This is an optimization exercise on Yosys and OpenROAD, whose aim is small area, a short achievable clock period and few clock cycles per item, not a production implementation.
Where RTL was checked, it was by simulation tests only, not by an equivalence proof against the original.
Only the layout flow was run in runs 1 and 2; the RTL was not checked for function there.
Power and IR drop assume default switching activity.

==> flow/design.v, too long to show whole: its modules and the start of the top module <==
// module control_fsm: 46 lines
// module processing_unit: 416 lines
// module max_pooling_layer_26x26: 10 lines
// module dense_rom: 1358 lines
// module dense_layer: 272 lines
// module cnn_top: 48 lines
module cnn_top(
    input clk,
    input reset,
    input start,
    output [9:0] img_addr,
    input  [7:0] img_pixel,
    output reg prediction,
    output reg done,
    output signed [31:0] score0,
    output signed [31:0] score1
);
  // ...
==> flow/flow/run.sh <==
#!/bin/bash
# The standard layout (standard.sh) with these make settings:
#  - timing repair aimed below the clock period: the resizer works on every
#    path with less than 11.7 ns of slack at the design's 16 ns clock;
#  - a clock tree without dummy loads: clkbuf_8 buffers, clusters of up to 18 sinks;
#  - half-adder cells added to the platform's don't-use list, so synthesis
#    extracts only full adders.
# Full tool output goes to standard.log (and ORFS's logs under orfs/logs).
bash standard.sh SETUP_SLACK_MARGIN=11.7 \
  "CTS_ARGS=-sink_clustering_enable -repair_clock_nets -dont_use_dummy_load -buf_list sky130_fd_sc_hd__clkbuf_8 -root_buf sky130_fd_sc_hd__clkbuf_16 -sink_clustering_size 18 -sink_clustering_max_diameter 60" \
  "DONT_USE_CELLS=sky130_fd_sc_hd__probe_p_8 sky130_fd_sc_hd__probec_p_8 sky130_fd_sc_hd__lpflow_bleeder_1 sky130_fd_sc_hd__lpflow_clkbufkapwr_1 sky130_fd_sc_hd__lpflow_clkbufkapwr_16 sky130_fd_sc_hd__lpflow_clkbufkapwr_2 sky130_fd_sc_hd__lpflow_clkbufkapwr_4 sky130_fd_sc_hd__lpflow_clkbufkapwr_8 sky130_fd_sc_hd__lpflow_clkinvkapwr_1 sky130_fd_sc_hd__lpflow_clkinvkapwr_16 sky130_fd_sc_hd__lpflow_clkinvkapwr_2 sky130_fd_sc_hd__lpflow_clkinvkapwr_4 sky130_fd_sc_hd__lpflow_clkinvkapwr_8 sky130_fd_sc_hd__lpflow_decapkapwr_12 sky130_fd_sc_hd__lpflow_decapkapwr_3 sky130_fd_sc_hd__lpflow_decapkapwr_4 sky130_fd_sc_hd__lpflow_decapkapwr_6 sky130_fd_sc_hd__lpflow_decapkapwr_8 sky130_fd_sc_hd__lpflow_inputiso0n_1 sky130_fd_sc_hd__lpflow_inputiso0p_1 sky130_fd_sc_hd__lpflow_inputiso1n_1 sky130_fd_sc_hd__lpflow_inputiso1p_1 sky130_fd_sc_hd__lpflow_inputisolatch_1 sky130_fd_sc_hd__lpflow_isobufsrc_1 sky130_fd_sc_hd__lpflow_isobufsrc_16 sky130_fd_sc_hd__lpflow_isobufsrc_2 sky130_fd_sc_hd__lpflow_isobufsrc_4 sky130_fd_sc_hd__lpflow_isobufsrc_8 sky130_fd_sc_hd__lpflow_isobufsrckapwr_16 sky130_fd_sc_hd__lpflow_lsbuf_lh_hl_isowell_tap_1 sky130_fd_sc_hd__lpflow_lsbuf_lh_hl_isowell_tap_2 sky130_fd_sc_hd__lpflow_lsbuf_lh_hl_isowell_tap_4 sky130_fd_sc_hd__lpflow_lsbuf_lh_isowell_4 sky130_fd_sc_hd__lpflow_lsbuf_lh_isowell_tap_1 sky130_fd_sc_hd__lpflow_lsbuf_lh_isowell_tap_2 sky130_fd_sc_hd__lpflow_lsbuf_lh_isowell_tap_4 sky130_fd_sc_hd__ha_1 sky130_fd_sc_hd__ha_2 sky130_fd_sc_hd__ha_4" \
  finish > standard.log 2>&1
==> flow/standard.sh <==
#!/bin/bash
# synth_recipe.tcl (not shown) runs the flow's synth.tcl, then flattens the netlist and writes it again
# the make line also repeats each setting of config.mk as NAME=value (left out here)
make -C /OpenROAD-flow-scripts/flow DESIGN_CONFIG=/design/flow/config.mk WORK_HOME=/design/flow/orfs CLKGATE_MAP_FILE= SYNTH_SCRIPT=/design/flow/synth_recipe.tcl "${@:-finish}"
==> flow/config.mk <==
export PLATFORM = sky130hd
export DESIGN_NAME = cnn_top
export DESIGN_NICKNAME = cnn_top
export VERILOG_FILES = /design/flow/design.v
export SDC_FILE = /design/flow/constraint.sdc
export NUM_CORES = 8
export LEC_CHECK = 0
export ABC_AREA = 1
export CAP_MARGIN = 20
export CORE_MARGIN = 2
export CORE_UTILIZATION = 30
export PLACE_DENSITY = 0.5
export SLEW_MARGIN = 20
export SYNTH_MEMORY_MAX_BITS = 65536
==> flow/constraint.sdc <==
create_clock -name core_clock -period 16.0 [get_ports {clk}]
set_input_delay 3.2000 -clock core_clock [delete_from_list [all_inputs] [get_ports {clk}]]
set_output_delay 3.2000 -clock core_clock [all_outputs]
set_load 0.01 [all_outputs]
==> reports/qor.txt, run 1 <==
Combinational share of power = 46.4%
Reported clock group power = 583 uW
Count of antenna-violating nets left after detailed routing = 0
Flip-flop count of the largest register after layout = 224
Proportion of synthesized chip area in sequential cells = 42.0%
Slew of the pin with the lowest slew margin = 1.18 ns
Multiplexer fraction of the synthesized cell area = 0.457%
Status = timing/DRC/antenna clean
Signal buffers share of area = 5.18%
Clock network fraction of total power = 15.7%
Yosys warning total = 6
Register area = 8860 sq um
Sequential cell area share = 37.5%
HPWL after detailed placement = 60.0 mm
Vias per cell = 4.80
Most instantiated cells after synthesis = inv_1 (446), dfxtp_1 (383), nand2_1 (316)
Most instantiated library cell after synthesis = inv_1
Share of synthesized flip-flops with an asynchronous set or reset = 5.67%
Proportion of layout cells with a drive suffix above 1 = 12.5%
Number of top-level design ports = 87
Total number of H-tree levels = 2
Number of cells after detailed placement = 3,331
Critical path's top delay family = flip-flops
Number of enable flip-flop cells after synthesis = 16
Detail Route met2 WL = 34.3 mm
Clock tree buffer count of the final layout = 38
Startpoint of the lowest-slack register-to-register path = SEQ.i[1]
Top Metal Used = met5
Adder-cell share of the synthesized area = 18.0%
Most frequent cells in the layout = inv_1 (445), dfxtp_1 (325), nand2_1 (314), nor2_1 (278), fa_1 (186)
Final Slew Violations = 0
Peak-usage layer in the global routing report = met2
Placeable core region = 68,600 sq um
Post-route fraction of the period consumed by the critical path = 26.6%
Final worst path period need = 4.25 ns
Clock Latency Late Sink = 0.53 ns
Area share of the leading cell type in the synthesized netlist = 36.8%
Hold WC Path Type = register to register
Cell chosen for the clock root = clkbuf_16
Buffers inserted during post-CTS setup optimization = 49
Die Footprint = 71,500 sq um
==> inputs of run 2 (changes only) <==
--- a/flow/config.mk
+++ b/flow/config.mk
@@ -10,4 +10,4 @@
 export CORE_MARGIN = 2
-export CORE_UTILIZATION = 30
-export PLACE_DENSITY = 0.5
+export CORE_UTILIZATION = 50
+export PLACE_DENSITY = 0.65
 export SLEW_MARGIN = 20
==> run 2 against run 1 <==
Clock power down 4.3%; wire length shrank 9.5%; combinational power is 2% higher; power rose by 0.51%; utilization up 21 points; flip-flop and latch count is the same; first-iteration DRC count up 13%; via count up 1.9%; sequential share of layout area rose by 1.2 points; design area is 3.3% lower; critical path type unchanged.
==> reports/qor.txt, run 2 <==
Setup skew after layout = 0.0904 ns (was 0.0437 ns)
Total clock buffers created by CTS = 36 (was 38)
Post-synthesis register bit count = 423 (unchanged)
Required time of the critical path = 12.80 ns (about the same)
Slew of the pin with the lowest slew margin = 1.20 ns (was 1.18 ns)
Via count of the routed design = 16,800 (was 16,500)
Category of the worst setup path launch point = register (unchanged)
Most common cell after layout, fill and taps aside = inv_1 (unchanged)
Per-instance average area after synthesis = 8.84 sq um (unchanged)
Worst path max stage delay = 0.40 ns (about the same)
Most common flop cell mapped by yosys = dfxtp_1 (unchanged)
Clock Latency Late Sink = 0.56 ns (was 0.53 ns)
Path type of the worst setup path = register to primary output (unchanged)
Final hold violation count = 0 (unchanged)
Endpoint class of the critical path = primary output (unchanged)
Status = timing/DRC/antenna clean (unchanged)
Area of the multi-input gates = 10,000 sq um (was 10,100 sq um)
Cell type of the slowest stage on the worst timing path = dfrtp_1 (unchanged)
Number of enable flip-flop cells after synthesis = 16 (unchanged)
Total number of placement rows = 74 (was 96)
Total number of H-tree levels = 2 (unchanged)
Share of synthesized flip-flops with an asynchronous set or reset = 5.67% (unchanged)
First-pass GRT wire length = 106 mm (was 114 mm)
Post-Route Hold Slack = 0.317 ns (was 0.288 ns)
Leakage power = 0.0106 uW (was 0.0107 uW)
RSZ-0062 raised after global routing = true (was false)
Proportion of layout cells with a drive suffix above 1 = 11.5% (was 12.5%)
Max-Slew Margin vs Limit = 19.8% (was 20.5%)
Final net count = 2,670 (was 2,694)
GR Util met1 = 41.7% (was 29.3%)
Final worst path period need = 4.26 ns (was 4.25 ns)
Placeable core region = 40,900 sq um (was 68,600 sq um)
Area delta synth->final = 9.78% (was 13.5%)
Post-detailed-placement cell area = 22,200 sq um (was 22,800 sq um)
Most instantiated cells after synthesis = inv_1 (446), dfxtp_1 (383), nand2_1 (316) (unchanged)
Count of input and output buffers = 86 (unchanged)
Peak-usage layer in the global routing report = met2 (unchanged)
Sum of buffers and inverters on the critical path = 1 (unchanged)
Number of cells produced by synthesis = 2,355 (unchanged)
Global placement routability congestion = 1.10 (was 1.02)
Starting utilization of the core area = 50.8% (was 30.3%)
Clock sink total = 423 (unchanged)
Global routing usage on met2 = 53.5% (was 34.8%)
Antenna fix cells = 0 (was 1)
Net count after synthesis = 2,552 (unchanged)
Maximum clock frequency = 235 MHz (about the same)
Clock-pin transition on the worst setup and hold timing paths = 0.10 ns (about the same)
Die span in x = 208 um (was 267 um)
Count of antenna-violating nets left after detailed routing = 0 (unchanged)
Worst IR Drop VDD = 151 uV (was 92.8 uV)
Most frequent cells in the layout = inv_1 (446), dfxtp_1 (324), nand2_1 (315), nor2_1 (278), fa_1 (186) (was inv_1 (445), dfxtp_1 (325), nand2_1 (314), nor2_1 (278), fa_1 (186))
Largest regs = CONV.d (224), DENSE.acc0 (28), DENSE.acc1 (28) (unchanged)
Post-synthesis cell area = 20,800 sq um (unchanged)
Area share of the leading cell type in the synthesized netlist = 36.8% (unchanged)
Total routing usage reported by global routing = 32.7% (was 21.9%)
Die Footprint = 43,300 sq um (was 71,500 sq um)
Post-layout util = 55.8% (was 34.4%)
Post-route design area = 22,800 sq um (was 23,600 sq um)
Top post-synthesis cells by area = dfxtp_1 (37%), fa_1 (18%), inv_1 (8.0%) (unchanged)
Critical path's top delay family = flip-flops (unchanged)
Count of max-cap constraint violations = 0 (unchanged)
Yosys warning total = 6 (unchanged)
Maximum number of pins on one net before global-route repair = 61 (unchanged)
Cells along the critical path = buf_2 (unchanged)
Initial antenna violation count = 0 (was 2)
Cell type with the largest total area after synthesis = dfxtp_1 (unchanged)
Number of top-level design ports = 87 (unchanged)
Register area = 8850 sq um (was 8860 sq um)
Hold WC Path Type = register to register (unchanged)
Final Slew Violations = 0 (unchanged)
Clock buffer depth = 3 (unchanged)
Endpoint arrival time on the critical path = 1.06 ns (was 1.05 ns)
Most instantiated library cell after synthesis = inv_1 (unchanged)
Number of design-rule violations left by the first detailed-router iteration = 1,536 (was 1,362)
Post-route fraction of the period consumed by the critical path = 26.6% (about the same)
Post-route setup slack = 11.74 ns (was 11.75 ns)
Setup Total Neg Slack = 0 ns (unchanged)
Proportion of synthesized chip area in sequential cells = 42.0% (unchanged)
Filler cells = 3,637 (was 7,221)
Drt wl/cell = 23.4 um (was 22.6 um)
Pwr Density = 163 nW/um^2 (was 157 nW/um^2)
Flip-flop count of the largest register after layout = 224 (unchanged)
Vias per cell = 5.58 (was 4.80)
HPWL after detailed placement = 54.0 mm (was 60.0 mm)
Detailed Route WL = 70.2 mm (was 77.6 mm)
Cell chosen for the clock root = clkbuf_16 (unchanged)
Setup violation total in the final timing report = 0 (unchanged)
Residual DRC = 0 (unchanged)
Met3 routing resource usage after global routing = 6.34% (was 3.71%)
Critical path peak fanout = 3 (was 2)
Global-route congestion overflow total = 0 (unchanged)
Worst Setup Slack post-DPL = 11.34 ns (was 11.31 ns)
Register bank with the most flops = CONV.d (unchanged)
Via count of the first global-routing pass = 17,200 (was 16,900)
Die Height = 208 um (was 267 um)
Synth unique cells = 60 (unchanged)
TritonCTS clock tree = built (unchanged)
Drt pass-1 iters = 6 (unchanged)
-- run 2: final timing paths --
kind	cells past startpoint	slack, ns	endpoint	startpoint
worst max-delay path	1	11.74	img_addr[4]	SEQ.addr[4]
worst min-delay path	0	0.32	CONV.d[20][6]	CONV.d[19][6]
worst max register to register	11	11.77	DENSE.dig0[1]	SEQ.i[2]
worst min register to register	0	0.32	CONV.d[20][6]	CONV.d[19][6]
max in group asynchronous	3	12.62	SEQ.i[2]	reset
min in group asynchronous	2	2.96	SEQ.m[3]	reset
-- run 2: per-stage QoR --
step           cells  total power [uW]
2_1_floorplan   2355              2690
3_3_place_gp    2920              3060
3_5_place_dp    2920              3130
4_1_cts         3001              3710
5_1_grt         3003              4090
6_report        3003              3730
-- run 2: what timing repair did --
action | CTS | global route
setup endpoints to repair | 77 | 11
buffers inserted | 45 | 1
gates resized for setup | 370 | 17
pin swaps | 0 | 1
gates cloned | 0 | 0
endpoints found under the hold margin | 0 | 0
hold buffers | 0 | 0
-- run 2: final cells by class --
cell class              instances  share of cell area (%)
clock buffers                  36                    2.42
inverters                     455                    7.48
multi-input cells            1406                    44.0
flip-flops and latches        423                    38.8
well taps                     532                    2.91
repair buffers                151                    4.45
-- run 2: cell families after synthesis --
family	share of synthesized area [%]
adder cells (fa/ha/maj)	18.0
AND/OR/NAND/NOR	14.3
buffers and inverters	9.78
flip-flops	42.0
multiplexers	0.457
XOR/XNOR	4.08
AO/OA/AOI/OAI	11.3
-- run 2: where the power goes --
group | internal (uW) | total, uW | switching, uW | leakage, uW
combinational | 748 | 1760 | 1010 | 0.00660
sequential | 1310 | 1410 | 102 | 0.00369
clock | 231 | 558 | 328 | 0.000285
total | 2290 | 3730 | 1440 | 0.0106
-- run 2: layer usage --
metal	share of wire, %	wire (um)
met4	5.2	3670
met1	41	28500
met2	46	32500
met5	0	0
met3	7.9	5530
==> module control_fsm, before the edit <==
module control_fsm(
    input clk,
    input reset,
    input start,
    output reg busy,
    output reg [9:0] addr,
    output reg [1:0] band,
    output reg [3:0] m,
    output reg [3:0] i,
    output reg e,
    output reg ep,
    output reg en,
    output fin
);
    wire short_b = (band >= 2'd1);
    wire last_i = (i == (short_b ? 4'd9 : 4'd11));
    assign fin = (band == 2'd3) && (i == 4'd7) && (e == 1'b0);
    always @(posedge clk) begin
        ep <= busy ? ~e : start;
        en <= busy ? e : ~start;
    end
    always @(posedge clk or posedge reset) begin
        if (reset) begin
            busy <= 1'b0; addr <= 10'd0; band <= 2'd0; m <= 4'd0; i <= 4'd0; e <= 1'b0;
        end else if (!busy) begin
            busy <= start; e <= start; addr <= {9'd0, start};
        end else if (fin) begin
            busy <= 1'b0; addr <= 10'd0; band <= 2'd0; m <= 4'd0; i <= 4'd0; e <= 1'b0;
        end else if (!e) begin
            e <= 1'b1; addr <= addr + 10'd1;
        end else begin
            e <= 1'b0;
            if (!last_i) begin
                i <= i + 4'd1; addr <= addr + 10'd27;
            end else begin
                i <= 4'd0;
                if (m != 4'd13) begin
                    m <= m + 4'd1;
                    addr <= addr - (short_b ? 10'd251 : 10'd307);
                end else begin
                    m <= 4'd0; band <= band + 2'd1; addr <= addr - 10'd55;
                end
            end
        end
    end
endmodule
==> inputs of run 3 (changes only) <==
--- a/flow/design.v
+++ b/flow/design.v
@@ -17,3 +17,3 @@
     wire last_i = (i == (short_b ? 4'd9 : 4'd11));
-    assign fin = (band == 2'd3) && (i == 4'd7) && (e == 1'b0);
+    assign fin = (band == 2'd3) && (i == 4'd5) && (e == 1'b1);
     always @(posedge clk) begin
--- a/flow/config.mk
+++ b/flow/config.mk
@@ -10,4 +10,4 @@
 export CORE_MARGIN = 2
-export CORE_UTILIZATION = 50
-export PLACE_DENSITY = 0.65
+export CORE_UTILIZATION = 30
+export PLACE_DENSITY = 0.5
 export SLEW_MARGIN = 20
==> run 3 against run 2 <==
First-iteration DRC count fell by 12%; die area rose by 65%; clock-buffer cell count rose by 5; register-to-register slack got worse by 0.02 ns; clock power rose by 9.3%; sequential share of layout area fell by 1.1 points; clock skew rose by 0.0022 ns; design area rose by 3.1%; largest cell class unchanged.
==> reports/qor.txt, run 3 <==
Sum of buffers and inverters on the critical path = 1 (unchanged)
Final Slew Violations = 0 (unchanged)
Most instantiated library cell after synthesis = inv_1 (unchanged)
Starting utilization of the core area = 30.3% (was 50.8%)
Register bank with the most flops = CONV.d (unchanged)
CTS Hold Buffers Added = 0 (unchanged)
Clock Latency Late Sink = 0.56 ns (about the same)
Worst path max stage delay = 0.42 ns (was 0.40 ns)
Total clock buffers created by CTS = 41 (was 36)
Count of max-cap constraint violations = 0 (unchanged)
Critical path peak fanout = 2 (was 3)
Flip-flop count of the largest register after layout = 224 (unchanged)
Drt wl/cell = 21.9 um (was 23.4 um)
Via count of the routed design = 16,500 (was 16,800)
Initial antenna violation count = 3 (was 0)
Post-synthesis register bit count = 423 (unchanged)
Count of cell instances traversed by the critical path = 1 (unchanged)
Final hold violation count = 0 (unchanged)
Critical path's top delay family = flip-flops (unchanged)
Total number of placement rows = 96 (was 74)
Setup violation total in the final timing report = 0 (unchanged)
Post-route fraction of the period consumed by the critical path = 26.8% (was 26.6%)
Top post-synthesis cells by area = dfxtp_1 (37%), fa_1 (18%), inv_1 (7.8%) (was dfxtp_1 (37%), fa_1 (18%), inv_1 (8.0%))
Status = timing/DRC/antenna clean (unchanged)
Worst IR Drop VDD = 128 uV (was 151 uV)
Path type of the worst setup path = register to primary output (unchanged)
Leakage power = 0.0109 uW (was 0.0106 uW)
Most instantiated cells after synthesis = inv_1 (434), dfxtp_1 (383), nand2_1 (303) (was inv_1 (446), dfxtp_1 (383), nand2_1 (316))
Most frequent cells in the layout = inv_1 (433), dfxtp_1 (325), nand2_1 (303), nor2_1 (263), fa_1 (186) (was inv_1 (446), dfxtp_1 (324), nand2_1 (315), nor2_1 (278), fa_1 (186))
Largest regs = CONV.d (224), DENSE.acc0 (28), DENSE.acc1 (28) (unchanged)
First-pass GRT wire length = 110 mm (was 106 mm)
Startpoint of the lowest-slack register-to-register path = SEQ.m[0] (was SEQ.i[2])
Critical path capture point = img_addr[3] (was img_addr[4])
Number of top-level design ports = 87 (unchanged)
Cell type with the largest total area after synthesis = dfxtp_1 (unchanged)
Hold WC Path Type = register to register (unchanged)
Area share of the leading cell type in the synthesized netlist = 36.8% (about the same)
Cell chosen for the clock root = clkbuf_16 (unchanged)
Area delta synth->final = 13.0% (was 9.78%)
Residual DRC = 0 (unchanged)
Setup Total Neg Slack = 0 ns (unchanged)
Number of enable flip-flop cells after synthesis = 16 (unchanged)
Total number of H-tree levels = 2 (unchanged)
Register-to-Register Path Depth = 16 (was 11)
Maximum number of pins on one net before global-route repair = 61 (unchanged)
RSZ-0062 raised after global routing = true (unchanged)
Vias per cell = 4.85 (was 5.58)
Clock buffer depth = 3 (unchanged)
Crit Reg-Reg Endpoint = DENSE.dig1[0] (was DENSE.dig0[1])
Setup skew after layout = 0.0925 ns (was 0.0904 ns)
Final worst path period need = 4.28 ns (was 4.26 ns)
Clock-pin transition on the worst setup and hold timing paths = 0.11 ns (was 0.10 ns)
Required time of the critical path = 12.80 ns (about the same)
Most common cell after layout, fill and taps aside = inv_1 (unchanged)
Max-Slew Margin vs Limit = 35.3% (was 19.8%)
Proportion of synthesized chip area in sequential cells = 42.0% (about the same)
Synth unique cells = 68 (was 60)
Die span in x = 268 um (was 208 um)
Global-route congestion overflow total = 0 (unchanged)
Count of antenna-violating nets left after detailed routing = 0 (unchanged)
Pwr Density = 152 nW/um^2 (was 163 nW/um^2)
Most common flop cell mapped by yosys = dfxtp_1 (unchanged)
Die Footprint = 71,600 sq um (was 43,300 sq um)
Share of synthesized flip-flops with an asynchronous set or reset = 5.67% (unchanged)
Post-synthesis cell area = 20,800 sq um (about the same)
Maximum clock frequency = 234 MHz (was 235 MHz)
Clock sink total = 423 (unchanged)
HPWL after detailed placement = 57.3 mm (was 54.0 mm)
Die Height = 268 um (was 208 um)
Proportion of layout cells with a drive suffix above 1 = 13.2% (was 11.5%)
Count of input and output buffers = 86 (unchanged)
Number of design-rule violations left by the first detailed-router iteration = 1,357 (was 1,536)
Post-layout util = 34.3% (was 55.8%)
Number of cells produced by synthesis = 2,334 (was 2,355)
Net count after synthesis = 2,531 (was 2,552)
Per-instance average area after synthesis = 8.93 sq um (was 8.84 sq um)
Global placement routability congestion = 1.09 (was 1.10)
TritonCTS clock tree = built (unchanged)
Cells along the critical path = buf_6 (was buf_2)
Endpoint class of the critical path = primary output (unchanged)
Slew of the pin with the lowest slew margin = 0.961 ns (was 1.20 ns)
Drt pass-1 iters = 7 (was 6)
Yosys warning total = 6 (unchanged)
Via count of the first global-routing pass = 16,800 (was 17,200)
Cell type of the slowest stage on the worst timing path = dfrtp_1 (unchanged)
Filler cells = 7,281 (was 3,637)
Endpoint arrival time on the critical path = 1.08 ns (was 1.06 ns)
Reg2Reg Setup Slack = 11.75 ns (was 11.77 ns)
Category of the worst setup path launch point = register (unchanged)
Total routing usage reported by global routing = 21.0% (was 32.7%)
Placeable core region = 68,700 sq um (was 40,900 sq um)
Final net count = 2,662 (was 2,670)
Launching element of the worst setup path = SEQ.addr[3] (was SEQ.addr[4])
Detailed Route WL = 74.3 mm (was 70.2 mm)
-- run 3: cell types whose count changed in the layout (fill, tap and decap cells not counted), moves of 9 or more --
| cell | change |
|---|---|
| nand2_1 | -12 |
| dfxtp_2 | -9 |
| o21ai_0 | -10 |
| inv_2 | +11 |
| buf_2 | -14 |
| buf_6 | +13 |
| nor2_1 | -15 |
| inv_1 | -13 |
-- run 3: repair_timing --
action / in CTS / in global routing
endpoints found under the setup margin: 76 / 32
endpoints found under the hold margin: 0 / 0
resized for setup: 380 / 23
pin swaps: 0 / 1
buffers inserted: 46 / 7
-- run 3: per-layer routing --
layer	track usage [%]	part of all wire [%]	wire (um)	up-vias
met5	0	0.030	22	-
met4	8.88	4.9	3670	4
met3	4.48	7.9	5840	192
met2	32.8	44	32300	656
met1	28.2	44	32400	8033
li1	-	-	-	7566
-- run 3: power breakdown --
group          internal [uW]  switching, uW
combinational            660            916
clock                    258            352
sequential              1290           99.1
-- run 3: cell type report --
class	instances	area (sq um)	area share, %
Multi-Input combinational cell	1387	10100	42.7
Sequential cell	423	8870	37.7
Inverter	455	1710	7.26
Tap cell	931	1160	4.95
Timing Repair Buffer	157	1120	4.78
Clock buffer	41	621	2.63
Antenna cell	1	2.50	0.0106
-- run 3: stage by stage --
stage / instances / hold slack, ns / area, sq um / setup WS [ns] / total power (uW)
floorplan: 2334 / 0.310 / 20800 / 12.12 / 2560
global placement: 3300 / 0.310 / 22700 / 11.45 / 2960
detailed placement: 3300 / 0.312 / 22700 / 11.47 / 2990
CTS: 3387 / 0.293 / 23500 / 11.61 / 3630
global route: 3394 / 0.289 / 23600 / 11.68 / 3940
finish: 3395 / 0.292 / 23600 / 11.72 / 3570
-- run 3: logic make-up after synthesis --
kind of cell    Yosys count  share of synthesized area (%)
xor+xnor                 95                           3.99
flops                   423                           42.0
compound gates          371                           10.9
simple gates            726                           15.0
buf+inv                 524                           9.81
fa+ha+maj               189                           18.0
mux                       6                          0.306
-- run 3: how the worst min path moves through the flow --
stage / from / endpoint / slack (ns) / depth (start not counted)
finish: CONV.d[3][4] / CONV.d[4][4] / 0.29 / 0
global route: CONV.d[3][4] / CONV.d[4][4] / 0.29 / 0
CTS: CONV.d[3][4] / CONV.d[4][4] / 0.29 / 0
detailed placement: CONV.d[8][3] / CONV.d[9][3] / 0.31 / 0
global placement: CONV.d[20][7] / CONV.d[21][7] / 0.31 / 0
floorplan: CONV.d[9][0] / CONV.d[10][0] / 0.31 / 0
Testbench counts of run 3, summed over its fixed seeds: cycles 32,724, items 36.
==> inputs of run 4 (changes only) <==
--- a/flow/config.mk
+++ b/flow/config.mk
@@ -10,4 +10,4 @@
 export CORE_MARGIN = 2
-export CORE_UTILIZATION = 30
-export PLACE_DENSITY = 0.5
+export CORE_UTILIZATION = 40
+export PLACE_DENSITY = 0.6
 export SLEW_MARGIN = 20
==> run 4 against run 3 <==
Power about the same; clock power fell by 2%; die area fell by 25%; via count grew 1.4%; combinational power about the same; critical path depth is the same; largest cell class unchanged; flip-flop and latch count unchanged; global-route usage up 8.2 points; non-clock buffer count down 2; synthesized cell count unchanged; critical endpoint is now img_addr[4]; maximum frequency down 0.80%.
==> reports/qor.txt, run 4 <==
Status = timing/DRC/antenna clean (unchanged)
Category of the worst setup path launch point = register (unchanged)
Count of input and output buffers = 86 (unchanged)
Share of synthesized flip-flops with an asynchronous set or reset = 5.67% (unchanged)
Placeable core region = 51,400 sq um (was 68,700 sq um)
Synth unique cells = 68 (unchanged)
CTS Hold Buffers Added = 0 (unchanged)
Total number of H-tree levels = 2 (unchanged)
Most instantiated library cell after synthesis = inv_1 (unchanged)
Residual DRC = 0 (unchanged)
Per-instance average area after synthesis = 8.93 sq um (unchanged)
Final net count = 2,659 (was 2,662)
Clock-pin transition on the worst setup and hold timing paths = 0.10 ns (was 0.11 ns)
Count of cell instances traversed by the critical path = 1 (unchanged)
Net count after synthesis = 2,531 (unchanged)
Critical path's top delay family = flip-flops (unchanged)
Via count of the first global-routing pass = 16,800 (about the same)
Cell type with the largest total area after synthesis = dfxtp_1 (unchanged)
Endpoint class of the critical path = primary output (unchanged)
Area share of the leading cell type in the synthesized netlist = 36.8% (unchanged)
Final Slew Violations = 0 (unchanged)
Crit Reg-Reg Endpoint = DENSE.acc0[5] (was DENSE.dig1[0])
Filler cells = 5,083 (was 7,281)
Worst IR Drop VDD = 143 uV (was 128 uV)
Setup Total Neg Slack = 0 ns (unchanged)
Starting utilization of the core area = 40.5% (was 30.3%)
Top Metal Used = met5 (unchanged)
HPWL after detailed placement = 60.4 mm (was 57.3 mm)
Die span in x = 232 um (was 268 um)
Detail Route met2 WL = 33.8 mm (was 32.3 mm)
Startpoint of the lowest-slack register-to-register path = DENSE.dig0[2] (was SEQ.m[0])
Post-route setup slack = 11.69 ns (was 11.72 ns)
Cell chosen for the clock root = clkbuf_16 (unchanged)
Setup skew after layout = 0.0530 ns (was 0.0925 ns)
Clock sink total = 423 (unchanged)
Most frequent cells in the layout = inv_1 (434), dfxtp_1 (326), nand2_1 (303), nor2_1 (262), fa_1 (186) (was inv_1 (433), dfxtp_1 (325), nand2_1 (303), nor2_1 (263), fa_1 (186))
Number of enable flip-flop cells after synthesis = 16 (unchanged)
Endpoint arrival time on the critical path = 1.11 ns (was 1.08 ns)
Most instantiated cells after synthesis = inv_1 (434), dfxtp_1 (383), nand2_1 (303) (unchanged)
Most common flop cell mapped by yosys = dfxtp_1 (unchanged)
Final worst path period need = 4.31 ns (was 4.28 ns)
Maximum clock frequency = 232 MHz (was 234 MHz)
Clock buffer depth = 3 (unchanged)
Slew of the pin with the lowest slew margin = 1.03 ns (was 0.961 ns)
Reg2Reg Setup Slack = 11.89 ns (was 11.75 ns)
Most common cell after layout, fill and taps aside = inv_1 (unchanged)
Total routing usage reported by global routing = 29.2% (was 21.0%)
Proportion of synthesized chip area in sequential cells = 42.0% (unchanged)
Die Footprint = 53,900 sq um (was 71,600 sq um)
Global placement routability congestion = 1.04 (was 1.09)
Setup violation total in the final timing report = 0 (unchanged)
Hold WC Path Type = register to register (unchanged)
Detailed Route WL = 77.4 mm (was 74.3 mm)
Clock Latency Late Sink = 0.56 ns (about the same)
Area delta synth->final = 11.2% (was 13.0%)
Worst path max stage delay = 0.43 ns (was 0.42 ns)
Total number of placement rows = 83 (was 96)
First-pass GRT wire length = 113 mm (was 110 mm)
Critical path capture point = img_addr[4] (was img_addr[3])
Initial antenna violation count = 4 (was 3)
Worst Setup Slack post-DPL = 11.67 ns (was 11.47 ns)
RSZ-0062 raised after global routing = true (unchanged)
TritonCTS clock tree = built (unchanged)
Post-route design area = 23,200 sq um (was 23,600 sq um)
Leakage power = 0.0109 uW (about the same)
Final hold violation count = 0 (unchanged)
Post-synthesis register bit count = 423 (unchanged)
Number of top-level design ports = 87 (unchanged)
Met3 layer wire length in the routed design = 6.49 mm (was 5.84 mm)
Register-to-Register Path Depth = 9 (was 16)
Count of max-cap constraint violations = 0 (unchanged)
Yosys warning total = 6 (unchanged)
Register bank with the most flops = CONV.d (unchanged)
Top post-synthesis cells by area = dfxtp_1 (37%), fa_1 (18%), inv_1 (7.8%) (unchanged)
Post-synthesis cell area = 20,800 sq um (unchanged)
Number of design-rule violations left by the first detailed-router iteration = 1,406 (was 1,357)
Cell type of the slowest stage on the worst timing path = dfrtp_1 (unchanged)
Flip-flop count of the largest register after layout = 224 (unchanged)
Met1 wire length = 34.0 mm (was 32.4 mm)
Vias per cell = 5.31 (was 4.85)
Via count of the routed design = 16,700 (was 16,500)
Post-route fraction of the period consumed by the critical path = 27.0% (was 26.8%)
Post-detailed-placement cell area = 22,400 sq um (was 22,700 sq um)
Cells along the critical path = buf_6 (unchanged)
Drt pass-1 iters = 6 (was 7)
Count of antenna-violating nets left after detailed routing = 0 (unchanged)
Largest regs = CONV.d (224), DENSE.acc0 (28), DENSE.acc1 (28) (unchanged)
Required time of the critical path = 12.80 ns (about the same)
Sum of buffers and inverters on the critical path = 1 (unchanged)
Pwr Density = 154 nW/um^2 (was 152 nW/um^2)
Proportion of layout cells with a drive suffix above 1 = 13.0% (was 13.2%)
Overall Power = 3580 uW (was 3570 uW)
Die Height = 232 um (was 268 um)
Global-route congestion overflow total = 0 (unchanged)
Launching element of the worst setup path = SEQ.addr[4] (was SEQ.addr[3])
Max-Slew Margin vs Limit = 31.4% (was 35.3%)
Critical path peak fanout = 3 (was 2)
Drt wl/cell = 24.6 um (was 21.9 um)
Number of cells produced by synthesis = 2,334 (unchanged)
Maximum number of pins on one net before global-route repair = 61 (unchanged)
Total clock buffers created by CTS = 40 (was 41)
Path type of the worst setup path = register to primary output (unchanged)
[run 4: logic make-up after synthesis]
kind of cell	after synthesis	synth area share, %
AOI/OAI and AO/OA	371	10.9
xor gates and xnor gates	95	3.99
buffers and inverters	524	9.81
adders and majority gates	189	18.0
DFF	423	42.0
muxes	6	0.306
and+or+nand+nor	726	15.0
[run 4: how the worst min path moves through the flow]
stage	start	to	slack, ns	cells after the start
2_1_floorplan	CONV.d[9][0]	CONV.d[10][0]	0.31	0
3_3_place_gp	CONV.d[1][5]	CONV.d[2][5]	0.31	0
3_5_place_dp	CONV.d[9][6]	CONV.d[10][6]	0.31	0
4_1_cts	CONV.d[1][2]	CONV.d[2][2]	0.28	0
5_1_grt	CONV.d[1][2]	CONV.d[2][2]	0.28	0
6_report	CONV.d[1][2]	CONV.d[2][2]	0.29	0
[run 4: timing repair]
item / in CTS / in global routing
setup buffers: 42 / 3
gates resized for setup: 381 / 14
endpoints found under the setup margin: 76 / 24
endpoints found under the hold margin: 0 / 0
[run 4: per-layer routing]
layer  vias to the layer above  global-route usage (%)
met5                         -                       0
met4                         4                    11.3
met3                       151                    6.97
met2                       693                    44.5
met1                      8279                    40.1
li1                       7548                       -
[run 4: per-stage QoR]
step           hold WS [ns]  util [%]  instances
4_1_cts               0.282      45.0       3137
5_1_grt               0.282      45.0       3140
2_1_floorplan         0.310         -       2334
3_3_place_gp          0.310      43.6       3055
6_report              0.287      45.1       3142
3_5_place_dp          0.312      43.6       3055
[run 4: power breakdown]
part	internal (uW)	switching, uW	total [uW]
registers	1290	91.9	1380
clock network	253	346	599
logic	660	937	1600
[run 4: layout make-up]
class / instances / area, sq um / area share (%)
inverter: 455 / 1710 / 7.38
antenna: 2 / 5.00 / 0.0216
multi-input combinational: 1387 / 10100 / 43.4
clock buffer: 40 / 607 / 2.62
timing repair buffer: 155 / 1070 / 4.62
tap: 680 / 851 / 3.67
sequential: 423 / 8860 / 38.2
==> inputs of run 5 (changes only) <==
--- a/flow/flow/run.sh
+++ b/flow/flow/run.sh
@@ -1,6 +1,11 @@
 #!/bin/bash
-# The standard layout (standard.sh) with these make settings:
+# The standard layout (standard.sh) with these changes:
+#  - synthesis: the standard flow's own script (synth_recipe.tcl) with -noabc added to its
+#    Yosys synth calls, so that the adders written out in the RTL reach
+#    extract_fa as written (ABC still maps the whole design afterwards);
+#    registers are not affected;
 #  - timing repair aimed below the clock period: the resizer works on every
 #    path with less than 11.7 ns of slack at the design's 16 ns clock;
-#  - a clock tree without dummy loads: clkbuf_8 buffers, clusters of up to 18 sinks;
+#  - a clock tree without dummy loads: clkbuf_8 buffers (clkbuf_16 root),
+#    clusters of up to 18 sinks;
 #  - half-adder cells added to the platform's don't-use list, so synthesis
@@ -8,3 +13,6 @@
 # Full tool output goes to standard.log (and ORFS's logs under orfs/logs).
-bash standard.sh SETUP_SLACK_MARGIN=11.7 \
+W=$PWD
+sed 's/yosys synth -nofsm -noshare /yosys synth -nofsm -noshare -noabc /' synth_recipe.tcl > my_synth.tcl
+grep -q -- '-noabc' my_synth.tcl || { echo "could not derive my_synth.tcl" > standard.log; exit 1; }
+bash standard.sh SYNTH_SCRIPT=$W/my_synth.tcl SETUP_SLACK_MARGIN=11.7 \
   "CTS_ARGS=-sink_clustering_enable -repair_clock_nets -dont_use_dummy_load -buf_list sky130_fd_sc_hd__clkbuf_8 -root_buf sky130_fd_sc_hd__clkbuf_16 -sink_clustering_size 18 -sink_clustering_max_diameter 60" \
==> run 5 against run 4 <==
Still clean on timing, DRC and antenna; non-clock buffer count increased by 22; first-iteration DRC count decreased by 8.4%; utilization increased by 0.40 points; clock skew increased by 0.041 ns; global-route usage decreased by 1.6 points; clock power decreased by 3.8%; sequential power about the same; die area decreased by 1.1%; final cell count decreased by 0.99%; via count decreased by 1.4%; critical endpoint is now img_addr[1]; highest routed layer unchanged.
==> reports/qor.txt, run 5 <==
Drt pass-1 iters = 5 (was 6)
Count of antenna-violating nets left after detailed routing = 0 (unchanged)
Antenna fix cells = 0 (was 2)
Most common flop cell mapped by yosys = dfxtp_1 (unchanged)
First-pass GRT wire length = 108 mm (was 113 mm)
Post-route fraction of the period consumed by the critical path = 27.0% (about the same)
Detailed Route WL = 72.5 mm (was 77.4 mm)
Setup violation total in the final timing report = 0 (unchanged)
Final worst path period need = 4.32 ns (was 4.31 ns)
Clock sink total = 423 (unchanged)
Sum of buffers and inverters on the critical path = 1 (unchanged)
Maximum clock frequency = 231 MHz (was 232 MHz)
Reg2Reg Setup Slack = 11.82 ns (was 11.89 ns)
Share of synthesized flip-flops with an asynchronous set or reset = 5.67% (unchanged)
Most instantiated library cell after synthesis = dfxtp_1 (was inv_1)
Drt wl/cell = 23.3 um (was 24.6 um)
Worst IR Drop VDD = 147 uV (was 143 uV)
Per-instance average area after synthesis = 9.03 sq um (was 8.93 sq um)
Setup skew after layout = 0.0936 ns (was 0.0530 ns)
TritonCTS clock tree = built (unchanged)
Total routing usage reported by global routing = 27.6% (was 29.2%)
Total clock buffers created by CTS = 38 (was 40)
Cell chosen for the clock root = clkbuf_16 (unchanged)
Status = timing/DRC/antenna clean (unchanged)
Die Footprint = 53,300 sq um (was 53,900 sq um)
CTS Hold Buffers Added = 0 (unchanged)
Most frequent cells in the layout = inv_1 (375), nand2_1 (332), dfxtp_1 (318), nor2_1 (259), fa_1 (188) (was inv_1 (434), dfxtp_1 (326), nand2_1 (303), nor2_1 (262), fa_1 (186))
Placeable core region = 51,100 sq um (was 51,400 sq um)
Post-route setup slack = 11.68 ns (was 11.69 ns)
Vias per cell = 5.29 (was 5.31)
Total number of H-tree levels = 2 (unchanged)
Path type of the worst setup path = register to primary output (unchanged)
Largest regs = CONV.d (224), DENSE.acc0 (28), DENSE.acc1 (28) (unchanged)
Number of enable flip-flop cells after synthesis = 16 (unchanged)
Area delta synth->final = 12.7% (was 11.2%)
Total number of placement rows = 83 (unchanged)
Yosys warning total = 6 (unchanged)
Net count after synthesis = 2,480 (was 2,531)
Proportion of layout cells with a drive suffix above 1 = 14.5% (was 13.0%)
Endpoint arrival time on the critical path = 1.12 ns (was 1.11 ns)
Starting utilization of the core area = 40.3% (was 40.5%)
Initial antenna violation count = 4 (unchanged)
Max-Slew Margin vs Limit = 30.2% (was 31.4%)
Global placement routability congestion = 1.09 (was 1.04)
Via count of the first global-routing pass = 16,700 (was 16,800)
Flip-flop count of the largest register after layout = 224 (unchanged)
Leakage power = 0.0108 uW (was 0.0109 uW)
Proportion of synthesized chip area in sequential cells = 42.5% (was 42.0%)
Worst path max stage delay = 0.43 ns (about the same)
Critical path's top delay family = flip-flops (unchanged)
Cells along the critical path = buf_6 (unchanged)
Worst Setup Slack post-DPL = 11.49 ns (was 11.67 ns)
Area share of the leading cell type in the synthesized netlist = 37.2% (was 36.8%)
Via count of the routed design = 16,400 (was 16,700)
Cell type with the largest total area after synthesis = dfxtp_1 (unchanged)
Number of design-rule violations left by the first detailed-router iteration = 1,288 (was 1,406)
Critical path peak fanout = 2 (was 3)
Clock Latency Late Sink = 0.55 ns (was 0.56 ns)
Final hold violation count = 0 (unchanged)
RSZ-0062 raised after global routing = true (unchanged)
Count of max-cap constraint violations = 0 (unchanged)
Final Slew Violations = 0 (unchanged)
Final net count = 2,632 (was 2,659)
Global-route congestion overflow total = 0 (unchanged)
Setup Total Neg Slack = 0 ns (unchanged)
Residual DRC = 0 (unchanged)
Hold WC Path Type = register to register (unchanged)
Slew of the pin with the lowest slew margin = 1.04 ns (was 1.03 ns)
Clock-pin transition on the worst setup and hold timing paths = 0.10 ns (about the same)
Synth unique cells = 69 (was 68)
Maximum number of pins on one net before global-route repair = 64 (was 61)
Top post-synthesis cells by area = dfxtp_1 (37%), fa_1 (18%), inv_1 (6.9%) (was dfxtp_1 (37%), fa_1 (18%), inv_1 (7.8%))
Most common cell after layout, fill and taps aside = inv_1 (unchanged)
Required time of the critical path = 12.80 ns (about the same)
Most instantiated cells after synthesis = dfxtp_1 (383), inv_1 (380), nand2_1 (335) (was inv_1 (434), dfxtp_1 (383), nand2_1 (303))
Clock buffer depth = 3 (unchanged)
Cell type of the slowest stage on the worst timing path = dfrtp_1 (unchanged)
Category of the worst setup path launch point = register (unchanged)
Post-synthesis register bit count = 423 (unchanged)
HPWL after detailed placement = 55.8 mm (was 60.4 mm)
Pwr Density = 156 nW/um^2 (was 154 nW/um^2)
Die span in x = 231 um (was 232 um)
Endpoint class of the critical path = primary output (unchanged)
Post-synthesis cell area = 20,600 sq um (was 20,800 sq um)
Die Height = 231 um (was 232 um)
Register bank with the most flops = CONV.d (unchanged)
Count of input and output buffers = 86 (unchanged)
Number of cells produced by synthesis = 2,281 (was 2,334)
Number of top-level design ports = 87 (unchanged)
run 5: cell count changes after synthesis, moves of 8 or more:
cell / before / now
o21ai_0: 120 / 101
o221ai_1: 19 / 7
or2_2: 9 / 21
nand2_1: 303 / 335
inv_1: 434 / 380
a31oi_1: 17 / 25
inv_2: 18 / 9
run 5: metrics by stage:
stage	power, uW	hold WS (ns)	instance area, sq um	utilization, %	instances
floorplan	2590	0.310	20600	-	2281
global placement	2950	0.310	22200	43.4	3004
detailed placement	3000	0.312	22200	43.4	3004
CTS	3620	0.290	23100	45.2	3094
global route	3980	0.291	23200	45.5	3111
finish	3610	0.292	23200	45.5	3111
run 5: power breakdown:
part | switching [uW] | total, uW | internal, uW | leakage, uW
logic | 946 | 1650 | 703 | 0.00675
clock network | 335 | 576 | 241 | 0.000299
registers | 98.9 | 1390 | 1290 | 0.00372
run 5: cell families (layout without fill, tap and decap cells):
group | count (synthesis) | count (layout) | share of synthesized area (%)
buf+inv | 460 | 610 | 8.71
compound gates | 372 | 372 | 11.2
xor+xnor | 89 | 89 | 3.78
fa+ha+maj | 191 | 191 | 18.4
mux | 8 | 8 | 0.431
flops | 423 | 423 | 42.5
simple gates | 738 | 738 | 15.0
run 5: per-layer routing:
layer,global-route usage (%),routed length [um],up-vias
li1,-,-,7509
met5,0,24,-
met4,13.5,3970,4
met2,42.5,31800,602
met3,5.08,5120,195
met1,37.4,31500,8134
run 5: layout make-up:
type                            count  area, sq um
Fill cell                        5105        27900
Timing Repair Buffer              177         1310
Clock buffer                       38          579
Multi-Input combinational cell   1398        10100
Inverter                          393         1490
Timing Repair inverter              2         10.0
Sequential cell                   423         8910
Tap cell                          680          851
run 5: final timing paths:
check	from	endpoint	cells past startpoint
setup / recovery	SEQ.addr[1]	img_addr[1]	1
max in group asynchronous	reset	SEQ.i[1]	2
setup reg to reg	DENSE.dig1[2]	DENSE.acc1[5]	10
hold / removal	CONV.d[15][4]	CONV.d[16][4]	0
min in group asynchronous	reset	SEQ.busy	2
hold reg to reg	CONV.d[15][4]	CONV.d[16][4]	0
run 5: what timing repair did:
action / CTS / global route
gates cloned: 0 / 2
setup buffers: 52 / 15
resized for setup: 370 / 42
pin swaps: 1 / 5
setup endpoints to repair: 86 / 45

static timing again, ports no longer ideal:
In the flow no input, the clock included, has a driving cell. The finished layouts below were timed again as built, in two steps. Step 1, drivers: a clkbuf_16 drives clk and a buf_2 each remaining input, both assumed. Step 2 adds t to the input delays and takes it off the output delays; t is the mean of the earliest and latest rising clock arrival at the registers after step 1. Input paths then give back, and output paths get back, about the clock's delay inside the block. Slacks: no drivers / after step 1 / after step 2; pairs: no drivers / after step 1.
| run | t, ns | setup slack, ns | worst setup path after step 2 | latest minus earliest clock arrival (ns) |
|---|---|---|---|---|
| run 1 | 0.561 | 11.747 / 11.691 / 11.454 | input to register | 0.060 / 0.059 |
| run 2 | 0.568 | 11.741 / 11.687 / 11.426 | input to register | 0.091 / 0.091 |
| run 3 | 0.578 | 11.720 / 11.658 / 11.750 | register to register | 0.093 / 0.093 |
| run 4 | 0.588 | 11.685 / 11.624 / 11.671 | input to register | 0.068 / 0.068 |
| run 5 | 0.561 | 11.676 / 11.619 / 11.682 | input to register | 0.095 / 0.096 |
After both steps setup and hold are still met in every run listed. The setup slack of run 2, which loses most, moves by -0.054 ns with the drivers and by -0.315 ns with both steps.
